Source: an optimization exercise on an open RTL-to-GDS flow (aim: small area, a short achievable clock period and few clock cycles). Production flows keep margins and buffers that such runs may drop. The RTL of this run was laid out without a check of its function. Power is estimated from default activity; no workload was simulated.

==> flow/design.v <==
`timescale 1ns/10ps
module  CONV(
	input		             clk,
	input		             reset,
	output reg	             busy,	
	input		             ready,	
	output reg        [11:0] iaddr,
	input signed      [19:0] idata,	
	output reg 	             cwr,
	output reg        [11:0] caddr_wr,
	output reg signed [19:0] cdata_wr,
	output reg 	             crd,
	output reg        [11:0] caddr_rd,
	input signed      [19:0] cdata_rd,
	output reg        [2:0]  csel
	);
parameter IDLE         = 4'd0;
parameter READ_CONV_0  = 4'd1;
parameter WRITE_CONV_0 = 4'd2;
parameter READ_CONV_1  = 4'd3;
parameter WRITE_CONV_1 = 4'd4;
parameter READ_MAX_0   = 4'd5;
parameter WRITE_MAX_0  = 4'd6;
parameter READ_MAX_1   = 4'd7;
parameter WRITE_MAX_1  = 4'd8;
parameter READ_FLAT_0  = 4'd9;
parameter WRITE_FLAT_0 = 4'd10;
parameter READ_FLAT_1  = 4'd11;
parameter WRITE_FLAT_1 = 4'd12;
parameter FINISH       = 4'd13;
reg         [3:0] cur_state;
reg         [3:0] nxt_state;
reg         [5:0] x;
reg         [5:0] y;
reg         [5:0] x_wr;
reg         [5:0] y_wr;
wire        [5:0] x_before;
wire        [5:0] x_after;
wire        [5:0] y_before;
wire        [5:0] y_after;
reg         [3:0] counter;
reg signed  [19:0] kernal;
reg signed  [19:0] bias;
reg signed  [43:0] conv_value;	 
wire signed [20:0] round_value;
always @(*) begin
	case (cur_state)
		IDLE: begin
			if(ready)
				nxt_state = READ_CONV_0;
			else
				nxt_state = IDLE;
		end
		READ_CONV_0: begin
			if(counter == 4'd11)			 
				nxt_state = WRITE_CONV_0;
			else
				nxt_state = READ_CONV_0;
		end
		WRITE_CONV_0: begin
			if(x == 6'd63 && y == 6'd63)
				nxt_state = READ_CONV_1;
			else
				nxt_state = READ_CONV_0;
		end
		READ_CONV_1: begin
			if(counter == 4'd11)
				nxt_state = WRITE_CONV_1;
			else
				nxt_state = READ_CONV_1;
		end
		WRITE_CONV_1: begin
			if(x == 6'd63 && y == 6'd63)
				nxt_state = READ_MAX_0;
			else
				nxt_state = READ_CONV_1;
		end
		READ_MAX_0: begin
			if(counter == 4'd4)
				nxt_state = WRITE_MAX_0;
			else
				nxt_state = READ_MAX_0;
		end
		WRITE_MAX_0: begin
			if(x == 6'd62 && y == 6'd62)
				nxt_state = READ_MAX_1;
			else
				nxt_state = READ_MAX_0;
		end
		READ_MAX_1: begin
			if(counter == 4'd4)
				nxt_state = WRITE_MAX_1;
			else
				nxt_state = READ_MAX_1;
		end
		WRITE_MAX_1: begin
			if(x == 6'd62 && y == 6'd62)
				nxt_state = READ_FLAT_0;
			else
				nxt_state = READ_MAX_1;
		end
		READ_FLAT_0: begin
			if(counter == 4'd1)
				nxt_state = WRITE_FLAT_0;
			else
				nxt_state = READ_FLAT_0;
		end
		WRITE_FLAT_0: begin
			if(x_wr == 6'd62 && y_wr == 6'd31)
				nxt_state = READ_FLAT_1;
			else
				nxt_state = READ_FLAT_0;
		end
		READ_FLAT_1: begin
			if(counter == 4'd1)
				nxt_state = WRITE_FLAT_1;
			else
				nxt_state = READ_FLAT_1;
		end
		WRITE_FLAT_1: begin
			if(x_wr == 6'd62 && y_wr == 6'd31)
				nxt_state = FINISH;
			else
				nxt_state = READ_FLAT_1;
		end
		FINISH: begin
			nxt_state = FINISH;
		end
		default:  begin
			nxt_state = IDLE;
		end
	endcase
end
always @(posedge clk or posedge reset) begin
	if(reset)
		cur_state <= IDLE;
	else
		cur_state <= nxt_state;
end
always @(*) begin
	case (cur_state)
		READ_CONV_0: begin
			case(counter)
				4'd2:
					kernal = 20'h0A89E;
				4'd3:
					kernal = 20'h092D5;
				4'd4:
					kernal = 20'h06D43;
				4'd5:
					kernal = 20'h01004;
				4'd6:
					kernal = 20'hF8F71;
				4'd7:
					kernal = 20'hF6E54;
				4'd8:
					kernal = 20'hFA6D7;
				4'd9:
					kernal = 20'hFC834;
				4'd10:
					kernal = 20'hFAC19;
				default:
					kernal = 20'd0;
			endcase
		end
		READ_CONV_1: begin
			case(counter)
				4'd2:
					kernal = 20'hFDB55;
				4'd3:
					kernal = 20'h02992;
				4'd4:
					kernal = 20'hFC994;
				4'd5:
					kernal = 20'h050FD;
				4'd6:
					kernal = 20'h02F20;
				4'd7:
					kernal = 20'h0202D;
				4'd8:
					kernal = 20'h03BD7;
				4'd9:
					kernal = 20'hFD369;
				4'd10:
					kernal = 20'h05E68;
				default:
					kernal = 20'd0;
			endcase
		end
		default: begin
			kernal = 20'd0;
		end
	endcase
end
always @(*) begin
	case (cur_state)
		READ_CONV_0: begin
			bias = 20'h01310;
		end
		READ_CONV_1: begin
			bias = 20'hF7295;
		end
		default: begin
			bias = 20'd0;
		end
	endcase
end
always @(posedge clk or posedge reset) begin
	if(reset)
		x <= 6'd0;
	else if(cur_state == WRITE_CONV_0 || cur_state == WRITE_CONV_1)								 
	begin
		if(x == 6'd63)
			x <= 6'd0;
		else
			x <= x + 6'd1;
	end
	else if(cur_state == WRITE_MAX_0  || cur_state == WRITE_MAX_1 ||
			cur_state == WRITE_FLAT_0 || cur_state == WRITE_FLAT_1)								 
	begin
		if(x == 6'd62)
			x <= 6'd0;
		else
			x <= x + 6'd2;
	end
end
always @(posedge clk or posedge reset) begin
	if(reset)
		y <= 6'd0;
	else if(cur_state == WRITE_CONV_0 || cur_state == WRITE_CONV_1)								 
	begin
		if(x == 6'd63)
			y <= y + 6'd1;
	end
	else if(cur_state == WRITE_MAX_0  || cur_state == WRITE_MAX_1 ||
			cur_state == WRITE_FLAT_0 || cur_state == WRITE_FLAT_1)								 
	begin
		if(x == 6'd62)
			y <= y + 6'd2;
	end
end
always @(posedge clk or posedge reset) begin
	if(reset)
		x_wr <= 6'd0;
	else if(cur_state == WRITE_FLAT_0 || cur_state == WRITE_FLAT_1) begin
		if(x_wr == 6'd62)
			x_wr <= 6'd0;
		else
			x_wr <= x_wr + 6'd2;
	end
end
always @(posedge clk or posedge reset) begin
	if(reset)
		y_wr <= 6'd0;
	else if(cur_state == WRITE_FLAT_0 || cur_state == WRITE_FLAT_1) begin
		if(y_wr == 6'd31 && x_wr == 6'd62)
			y_wr <= 6'd0;
		else if(x_wr == 6'd62)
			y_wr <= y_wr + 6'd1;
	end
end
always @(posedge clk or posedge reset) begin
	if(reset)
		counter <= 4'd0;
	else if(ready)
		counter <= 4'd0;
	else if(cur_state == WRITE_CONV_0 || cur_state == WRITE_CONV_1 ||							 
	        cur_state == WRITE_MAX_0  || cur_state == WRITE_MAX_1  ||
			cur_state == WRITE_FLAT_0 || cur_state == WRITE_FLAT_1)
		counter <= 4'd0;
	else
		counter <= counter + 4'd1;
end
always @(posedge clk or posedge reset) begin
	if(reset)
		busy <= 1'd0;
	else if(cur_state == FINISH)
		busy <= 1'd0;
	else if(ready)
		busy <= 1'd1;
end
always @(posedge clk or posedge reset) begin
	if(reset)
		iaddr <= 12'd0;
	else if(cur_state == READ_CONV_0 || cur_state == READ_CONV_1) begin
		case(counter)
			4'd0:
				iaddr <= {y_before, x_before};
			4'd1:
				iaddr <= {y_before, x};
			4'd2:
				iaddr <= {y_before, x_after};
			4'd3:
				iaddr <= {y, x_before};
			4'd4:
				iaddr <= {y, x};
			4'd5:
				iaddr <= {y, x_after};
			4'd6:
				iaddr <= {y_after, x_before};
			4'd7:
				iaddr <= {y_after, x};
			4'd8:
				iaddr <= {y_after, x_after};
		endcase
	end
end
always @(posedge clk or posedge reset) begin
	if(reset)
		crd <= 1'd0;
	else if(cur_state == READ_CONV_0 || cur_state == READ_CONV_1 ||
	        cur_state == READ_MAX_0  || cur_state == READ_MAX_1  ||
			cur_state == READ_FLAT_0 || cur_state == READ_FLAT_1)
		crd <= 1'd1;
end
always @(posedge clk or posedge reset) begin
	if(reset)
		caddr_rd <= 12'd0;
	else if (cur_state == READ_MAX_0 || cur_state == READ_MAX_1) begin
		case(counter)
			4'd0:
				caddr_rd <= {y, x};
			4'd1:
				caddr_rd <= {y, x_after};
			4'd2:
				caddr_rd <= {y_after, x};
			4'd3:
				caddr_rd <= {y_after, x_after};
		endcase
	end
	else if(cur_state == READ_FLAT_0 || cur_state == READ_FLAT_1) begin
		caddr_rd <= {y[5:1], x[5:1]};
	end
end
always @(posedge clk or posedge reset) begin
	if(reset)
		caddr_wr <= 12'd0;
	else if(cur_state == WRITE_CONV_0 || cur_state == WRITE_CONV_1)
		caddr_wr <= {y, x};
	else if(cur_state == WRITE_MAX_0  || cur_state == WRITE_MAX_1)
		caddr_wr <= {y[5:1], x[5:1]};
	else if(cur_state == WRITE_FLAT_0)
		caddr_wr <= {y_wr, x_wr};
	else if(cur_state == WRITE_FLAT_1)
		caddr_wr <= {y_wr, x_wr} + 12'd1;
end
reg signed [19:0] idataTemp;
wire signed [43:0] mulTemp;
assign mulTemp = idataTemp * kernal;
always @(posedge clk) begin
	if(cur_state == READ_CONV_0 || cur_state == READ_CONV_1)
		idataTemp <= idata;
end
always @(posedge clk or posedge reset) begin
	if(reset)
		conv_value <= 44'd0;
	else if(cur_state == READ_CONV_0 || cur_state == READ_CONV_1) begin
		case(counter)
			4'd2:
				if(x != 6'd0 && y != 6'd0)
					conv_value <= conv_value + mulTemp;
			4'd3:
				if(y != 6'd0)
					conv_value <= conv_value + mulTemp;
			4'd4:
				if(x != 6'd63 && y != 6'd0)
					conv_value <= conv_value + mulTemp;
			4'd5:
				if(x != 6'd0)
					conv_value <= conv_value + mulTemp;
			4'd6:
					conv_value <= conv_value + mulTemp;
			4'd7:
				if(x != 6'd63)
					conv_value <= conv_value + mulTemp;
			4'd8:
				if(x != 6'd0 && y != 6'd63)
					conv_value <= conv_value + mulTemp;
			4'd9:
				if(y != 6'd63)
					conv_value <= conv_value + mulTemp;
			4'd10:
				if(x != 6'd63 && y != 6'd63)
					conv_value <= conv_value + mulTemp;
			4'd11:															 
					conv_value <= conv_value + {bias, 16'd0};				 
		endcase
	end
	else if(cur_state == WRITE_CONV_0 || cur_state == WRITE_CONV_1) begin
		conv_value <= 44'd0;
	end
end
always @(posedge clk or posedge reset) begin
	if(reset)
		cdata_wr <= 20'd0;
	else if(cur_state == WRITE_CONV_0 || cur_state == WRITE_CONV_1) begin
		if(round_value[20])
			cdata_wr <= 20'd0;
		else
			cdata_wr <= round_value[20:1];
	end
	else if(cur_state == READ_MAX_0  || cur_state == READ_MAX_1) begin
		if(counter == 4'd1)
			cdata_wr <= cdata_rd;
		else
			cdata_wr <= (cdata_wr > cdata_rd)? cdata_wr : cdata_rd;
	end
	else if(cur_state == WRITE_FLAT_0 || cur_state == WRITE_FLAT_1)
		cdata_wr <= cdata_rd;
end
always @(posedge clk or posedge reset) begin
	if(reset)
		csel <= 3'd0;
	else if(cur_state == WRITE_CONV_0 || cur_state == READ_MAX_0)
		csel <= 3'd1;
	else if(cur_state == WRITE_CONV_1 || cur_state == READ_MAX_1)
		csel <= 3'd2;
	else if(cur_state == WRITE_MAX_0  || cur_state == READ_FLAT_0)
		csel <= 3'd3;
	else if(cur_state == WRITE_MAX_1  || cur_state == READ_FLAT_1)
		csel <= 3'd4;
	else if(cur_state == WRITE_FLAT_0 || cur_state == WRITE_FLAT_1)
		csel <= 3'd5;
end
always @(posedge clk or posedge reset) begin
	if(reset)
		cwr <= 1'd0;
	else if(cur_state == WRITE_CONV_0 || cur_state == WRITE_CONV_1 ||
	        cur_state == WRITE_MAX_0  || cur_state == WRITE_MAX_1  ||
			cur_state == WRITE_FLAT_0 || cur_state == WRITE_FLAT_1)
		cwr <= 1'd1;
	else
		cwr <= 1'd0;
end
assign x_before = x - 6'd1;
assign x_after  = x + 6'd1;
assign y_before = y - 6'd1;
assign y_after  = y + 6'd1;
assign round_value = conv_value[35:15] + 21'd1;
endmodule
==> flow/run.sh <==
#!/bin/bash
# synth_recipe.tcl (not shown) runs the flow's synth.tcl, then flattens the netlist and writes it again
# the make line also repeats each setting of config.mk as NAME=value (left out here)
make -C /OpenROAD-flow-scripts/flow DESIGN_CONFIG=/design/flow/config.mk WORK_HOME=/design/flow/orfs CLKGATE_MAP_FILE= SYNTH_SCRIPT=/design/flow/synth_recipe.tcl finish
==> flow/config.mk <==
export PLATFORM = sky130hd
export DESIGN_NAME = CONV
export DESIGN_NICKNAME = CONV
export VERILOG_FILES = /design/flow/design.v
export SDC_FILE = /design/flow/constraint.sdc
export NUM_CORES = 4
export LEC_CHECK = 0
export CAP_MARGIN = 20
export CORE_MARGIN = 2
export CORE_UTILIZATION = 40
export SLEW_MARGIN = 20
==> flow/constraint.sdc <==
create_clock -name core_clock -period 10.0 [get_ports {clk}]
set_input_delay 2.0000 -clock core_clock [delete_from_list [all_inputs] [get_ports {clk}]]
set_output_delay 2.0000 -clock core_clock [all_outputs]
set_load 0.01 [all_outputs]
==> results.cfg <==
[routing]
drtIter0Drc = 1343
vias = 20719
wl_um = 69460
wl_per_cell_um = 17.23
top_layer = met4
m1WireLength_um = 31250
drtAntennaViolNets = 0
dr.pass1.iters = 7
drc = 0
wl_met2_um = 34420
route.met3.wl_um = 2383
viasPerCell = 5.139

[clock_network]
post_cts_buffers = 0
htreeDepth = 4
ctsHoldBuffers = 0
insertion_delay_ns = 0.48
cts_tree = built
path_clk_slew_ns = 0.09
clockRootBuffer = clkbuf_16
cts_made_buffers = 17
cts_sinks = 149
cts_resized = 0
clk_path_buf_depth = 2

[worst_setup_path]
worst-endpoint-required_ns = 10.33
cpMaxStageDelayCell = fa_1
slowest_delay_ns = 0.57
crit_arrival_ns = 9.42
crit_top_cell = inv_1
reg2regPathDepth = 34
cp.depth = 34
crit_family = adder cells
crit_type = register to register
startpoint_type = register
cp_max_fo = 20
critical_path_buf_inv_count = 10
cp-end-kind = register

[floorplan]
die_y_um = 261.2
ioPinCount = 105
core_area_um2 = 65630
initial_core_util = 0.4032
rows = 94
die_x_um = 261.2
fp.dieArea_um2 = 68230

[sta]
fin_crit_sh = 0.9084
maxSlewViolCount = 0
rsz0062_at_grt = no
hold_slack_ns = 0.4681
setup_viol = 0
hold_viol_final = 0
worst_slew_pin_slew_ns = 0.9522
tns_ns = 0
period_needed_ns = 9.084
max_freq_ghz = 0.1101
maxSlewHeadroom = 0.3637
skew_ns = 0.02013

[power_and_ir_drop]
ir_drop_uv = 356.4
leakagePower_nw = 14.44
power.density_nw_per_um2 = 283.0
total_power_mw = 8.178

[finish]
diodes = 0
syn_to_final_growth_pct = 9.220
final_cells = 4032
drive_above_1_share = 0.04072
nNetsFinal = 3802
final_cell_mix = inv_1 (716), fa_1 (420), nand2_1 (392), ha_1 (184), a21oi_1 (137)
mostFrequentLayoutCell = inv_1
fin_area_um2 = 28900

[synth]
synth_edf_count = 20
synth_xor_area_frac = 0.03215
synth.mux.area_fraction = 0.009930
yosysSeqAreaShare = 0.1447
synthAdderAreaFrac = 0.4047
yosys_warnings = 1
async_flop_share = 0.8658
yosysTopAreaCellShare = 0.3177
ys_ff_latch = 149
synth_cells = 3149
synth_nets = 3796
synth_top_family_by_area = adder cells
synth_area_leaders = fa_1 (32%), dfrtp_1 (12%), inv_1 (10%)
synthDistinctLibCells = 92
synth_ff_type = dfrtp_1
yosys.area.top_type = fa_1
synthSimpleGateAreaFrac = 0.1566
syn_area_per_cell_um2 = 8.403
synth.cell_area_um2 = 26460
synth_compound_area_frac = 0.1224

[grt]
grt_max_degree = 72
grt_overflow = 0
grt_pass1_wl_um = 115400
grtUsageTotal = 0.2138
antenna_found_initial = 0
first_global_vias = 21256

[worst_hold_path]
hp-class = register to register
holdPathStages = 1

[outcome]
status = complete, no violations

[placement]
place_congestion = 0.8943
dp_hpwl_um = 54920
dpl-instance-area_um2 = 28270
dpl.cell_count = 4000
io_buffers = 104

[job]
cap_violations = 0
where the power goes:
part / switching [mW] / internal (mW) / leakage (nW)
logic: 3.84 / 2.78 / 12.3
registers: 0.141 / 0.707 / 1.80
clock network: 0.352 / 0.365 / 0.304
area by class of cell:
cell class,count,area [um^2]
clock buffers,17,425.4
flip-flops and latches,149,3829
fillers,6553,36730
clock inverters,15,209.0
well taps,864,1081
inverters,721,2713
repair buffers,151,1394
multi-input cells,2115,19250
path summary, 6_finish.rpt:
kind / to / start / slack (ns)
worst max-delay path: conv_value[24]$_DFFE_PP0P_ / counter[1]$_DFF_PP0_ / 0.92
worst min-delay path: crd$_DFFE_PP0P_ / crd$_DFFE_PP0P_ / 0.47
worst max register to register: conv_value[24]$_DFFE_PP0P_ / counter[1]$_DFF_PP0_ / 0.92
worst min register to register: crd$_DFFE_PP0P_ / crd$_DFFE_PP0P_ / 0.47
max in group asynchronous: conv_value[5]$_DFFE_PP0P_ / reset / 6.68
min in group asynchronous: caddr_wr[5]$_DFFE_PP0P_ / reset / 1.99
stage by stage:
| stage | setup slack [ns] | util |
|---|---|---|
| 2_1_floorplan | 1.858 | - |
| 3_3_place_gp | 1.123 | 0.4307 |
| 3_5_place_dp | 0.9747 | 0.4307 |
| 4_1_cts | 0.9586 | 0.4404 |
| 5_1_grt | 0.3479 | 0.4404 |
| 6_report | 0.9162 | 0.4404 |
flip-flops by register name (all words and copies together) (netlist names):
signal,cells
idataTemp,20
y,6
busy,1
conv_value,36
x,6
cur_state,4
counter,4
cwr,1
crd,1
caddr_rd,12
csel,3
iaddr,12
caddr_wr,12
y_wr,6
x_wr,5
cdata_wr,20
kinds of logic after synthesis:
logic type / after synthesis
AO/OA/AOI/OAI: 516
XOR/XNOR: 95
adder cells (fa/ha/maj): 604
buffers and inverters: 885
flip-flops: 149
multiplexers: 26
AND/OR/NAND/NOR: 874
per-layer routing:
metal,vias to the layer above,GRT usage
met2,466,0.3642
met1,10363,0.2934
met4,0,0.05335
met3,75,0.02003
met5,-,0
li1,9815,-
worst register-to-register path, delay by kind of cell (launching register included):
kind / cells / cell delay, ns
AO/OA/AOI/OAI: 9 / 1.81
XOR/XNOR: 1 / 0.21
adder cells (fa/ha/maj): 9 / 4.52
buffers and inverters: 10 / 1.11
flip-flops: 1 / 0.53
AND/OR/NAND/NOR: 5 / 0.76
cell usage after synthesis, drive strengths merged, types with 40 or more instances:
cell,instances
inv,718
fa,420
nand2,395
ha,184
o21ai,158
a21oi,140
nor2,130
dfrtp,129
clkbuf,117
and2,113
xnor2,68
nand3,58
nor3,52
buf,47
a21o,40

==> re-timing with driven ports <==
Ports are ideal in the flow. The routed layout listed here was re-timed in OpenROAD.
Step 1 assumes that a clkbuf_16 drives the clock port and a buf_2 every other input.
Step 2 also shifts input and output timing later by t, the mid clock arrival at the registers, as if the neighbouring blocks saw the same clock.
Slacks: no drivers / after step 1 / after step 2; pairs: no drivers / after step 1.
shift t [ns]: 0.534
setup WS [ns]: 0.916 / 0.916 / 0.916
worst setup path at the end: register to register
clock arrival spread, ns: 0.023 / 0.023
slew at the worst register clock pin (ns): 0.09 / 0.09
After both steps this run still meets setup and hold. For this run, drivers alone change the setup slack by 0.000 ns; drivers and shift together by 0.000 ns.
